What follows belongs to an exercise in optimizing a design on an open flow for small area and a short achievable clock period; a production flow would make more cautious choices.
Only simulation tests tie the RTL to the original design; equivalence was not proved.

==> inputs of indigo <==
// ALU
module ALU(
    input wire clk,
    input wire [(5**2*12)-1:0] din,
    input wire [(5**2*8)-1:0] kernel,  
    input wire [4-1:0] div,
    input wire [19-1:0] raddr_alu,
    input wire ren_alu,
    output wire [12-1:0] dout,
    output reg [19-1:0] waddr_alu,
    output wire wen_alu
    );
==> flow/config.mk <==
export PLATFORM = sky130hd
export DESIGN_NAME = ALU
export DESIGN_NICKNAME = ALU
export VERILOG_FILES = /design/flow/design.v
export SDC_FILE = /design/flow/constraint.sdc
export NUM_CORES = 4
export LEC_CHECK = 0
export CAP_MARGIN = 20
export CORE_MARGIN = 2
export CORE_UTILIZATION = 35
export PLACE_DENSITY = 0.5
export SLEW_MARGIN = 20
export SYNTH_HIERARCHICAL = 1
export TNS_END_PERCENT = 10
==> flow/constraint.sdc <==
create_clock -name core_clock -period 18.0 [get_ports {clk}]
set_input_delay 3.6000 -clock core_clock [delete_from_list [all_inputs] [get_ports {clk}]]
set_output_delay 3.6000 -clock core_clock [all_outputs]
set_load 0.01 [all_outputs]
standard.sh (not shown) runs the stock make flow with config.mk's settings and CLKGATE_MAP_FILE= SYNTH_SCRIPT=/design/flow/synth_recipe.tcl, a recipe that flattens the netlist after the stock synthesis.
==> flow/flow/run.sh <==
#!/bin/bash
# The standard layout (the standard.sh, standard synthesis included) with two
# changes to how it is made:
#  - the port buffers are sky130_fd_sc_hd__buf_1 instead of the cell buffer_ports
#    picks by default (a clkdlybuf4s50_1, a slow delay cell);
set -euo pipefail
SETUP_MARGIN=9.2
bash standard.sh "BUFFER_PORTS_ARGS=-buffer_cell sky130_fd_sc_hd__buf_1" \
  "SETUP_SLACK_MARGIN=$SETUP_MARGIN" finish > standard_finish.log 2>&1
==> lagoon (differences from indigo) <==
==> flow/flow/run.sh (replaced) <==
#!/bin/bash
# The standard layout (the standard.sh, standard synthesis included) with
# these changes to how it is made:
#  - the port buffers are sky130_fd_sc_hd__buf_1 instead of the cell buffer_ports
#    picks by default (a clkdlybuf4s50_1, a slow delay cell);
#  - global routing holds back more of met1/met2 (flow/fastroute.tcl).
# All tool output goes to standard_finish.log here and to ORFS's per-step logs
# under orfs/logs.
set -euo pipefail
SETUP_MARGIN=9.3
bash standard.sh "BUFFER_PORTS_ARGS=-buffer_cell sky130_fd_sc_hd__buf_1" \
  "SETUP_SLACK_MARGIN=$SETUP_MARGIN" "FASTROUTE_TCL=$PWD/flow/fastroute.tcl" \
  finish > standard_finish.log 2>&1
==> flow/flow/fastroute.tcl (new file) <==
# Global routing layers as the platform sets them, but with more of met1 and
# met2 held back, so that global routing moves wires up to met3/met4 and leaves
# room on met1/met2 for pin access.
set_global_routing_layer_adjustment met1 0.5
set_global_routing_layer_adjustment met2 0.35
set_global_routing_layer_adjustment met3-$::env(MAX_ROUTING_LAYER) 0.2

set_routing_layers -clock $::env(MIN_CLK_ROUTING_LAYER)-$::env(MAX_ROUTING_LAYER)
set_routing_layers -signal $::env(MIN_ROUTING_LAYER)-$::env(MAX_ROUTING_LAYER)
--- a/flow/config.mk
+++ b/flow/config.mk
@@ -7,8 +7,8 @@
 export LEC_CHECK = 0
 export CAP_MARGIN = 20
 export CORE_MARGIN = 2
-export CORE_UTILIZATION = 35
-export PLACE_DENSITY = 0.5
+export CORE_UTILIZATION = 50
+export PLACE_DENSITY = 0.65
 export SLEW_MARGIN = 20
 export SYNTH_HIERARCHICAL = 1
 export TNS_END_PERCENT = 10
==> load_flow_metrics.sql <==
INSERT INTO impl_metrics (metric_group, metric, value, unit) VALUES
('outcome', 'stop_stage', 'global routing', ''),
('floorplanning', 'dieHeight', '343', 'um'),
('placed_design', 'place_hpwl', '313', 'mm'),
('placed_design', 'placed_area', '62900', 'um^2'),
('placed_design', 'post-place-ws', '7.75', 'ns'),
('placed_design', 'place.detailed.instances', '7197', ''),
('floorplanning', 'chipWidth', '343', 'um'),
('cts', 'cts_setup_buffers', '75', ''),
('floorplanning', 'initial_utilization', '50.3', '%'),
('outcome', 'status', 'stopped before the end', ''),
('outcome', 'error', '[ERROR GRT-0116] Global routing finished with congestion. Check the congestion regions in the DRC Viewer.', '');
(the above is from lagoon)
==> load_flow_metrics.sql <==
INSERT INTO impl_metrics (metric_group, metric, value, unit) VALUES
('cts', 'cts_setup_buffers', '65', ''),
('synth', 'synth_top_flop_cell', 'sky130_fd_sc_hd__dfxtp_1', ''),
('final_layout', 'post_route_cells_drive_above_1_share', '14.6', '%'),
('placed_design', 'placed_area', '64100', 'um^2'),
('outcome', 'status', 'finished clean', ''),
('placed_design', 'place_hpwl', '354', 'mm'),
('floorplanning', 'initial_utilization', '35.3', '%'),
('floorplanning', 'placeable_area', '163000', 'um^2'),
('floorplanning', 'chipWidth', '409', 'um'),
('placed_design', 'place.detailed.instances', '7904', ''),
('floorplanning', 'dieHeight', '409', 'um');
(the above is from indigo)

[afterwards: timing with drivers on the ports]
In the flow no input, the clock included, has a driving cell. The finished layout below was timed again as built, in two steps. Step 1 sets driving cells, clkbuf_16 on the clock port and buf_2 on the other inputs (assumed; they add their load-dependent delay and slew). Step 2 times the ports against the registers' clock, not the clock port: input delays grow and output delays shrink by t, the midpoint of the rising clock arrivals with the driver on. a / b / c = ideal ports / drivers / drivers and shift; a / b = the first two.
run: indigo
t (ns): 0.651
setup slack, ns: 8.926 / 8.980 / 8.330
worst setup path at the end: input to register
clock arrival spread, ns: 0.033 / 0.033
cell pins on the clock port's net: 1
After both steps setup and hold are still met in indigo. The setup slack of indigo moves by +0.054 ns with the drivers and by -0.596 ns with both steps.
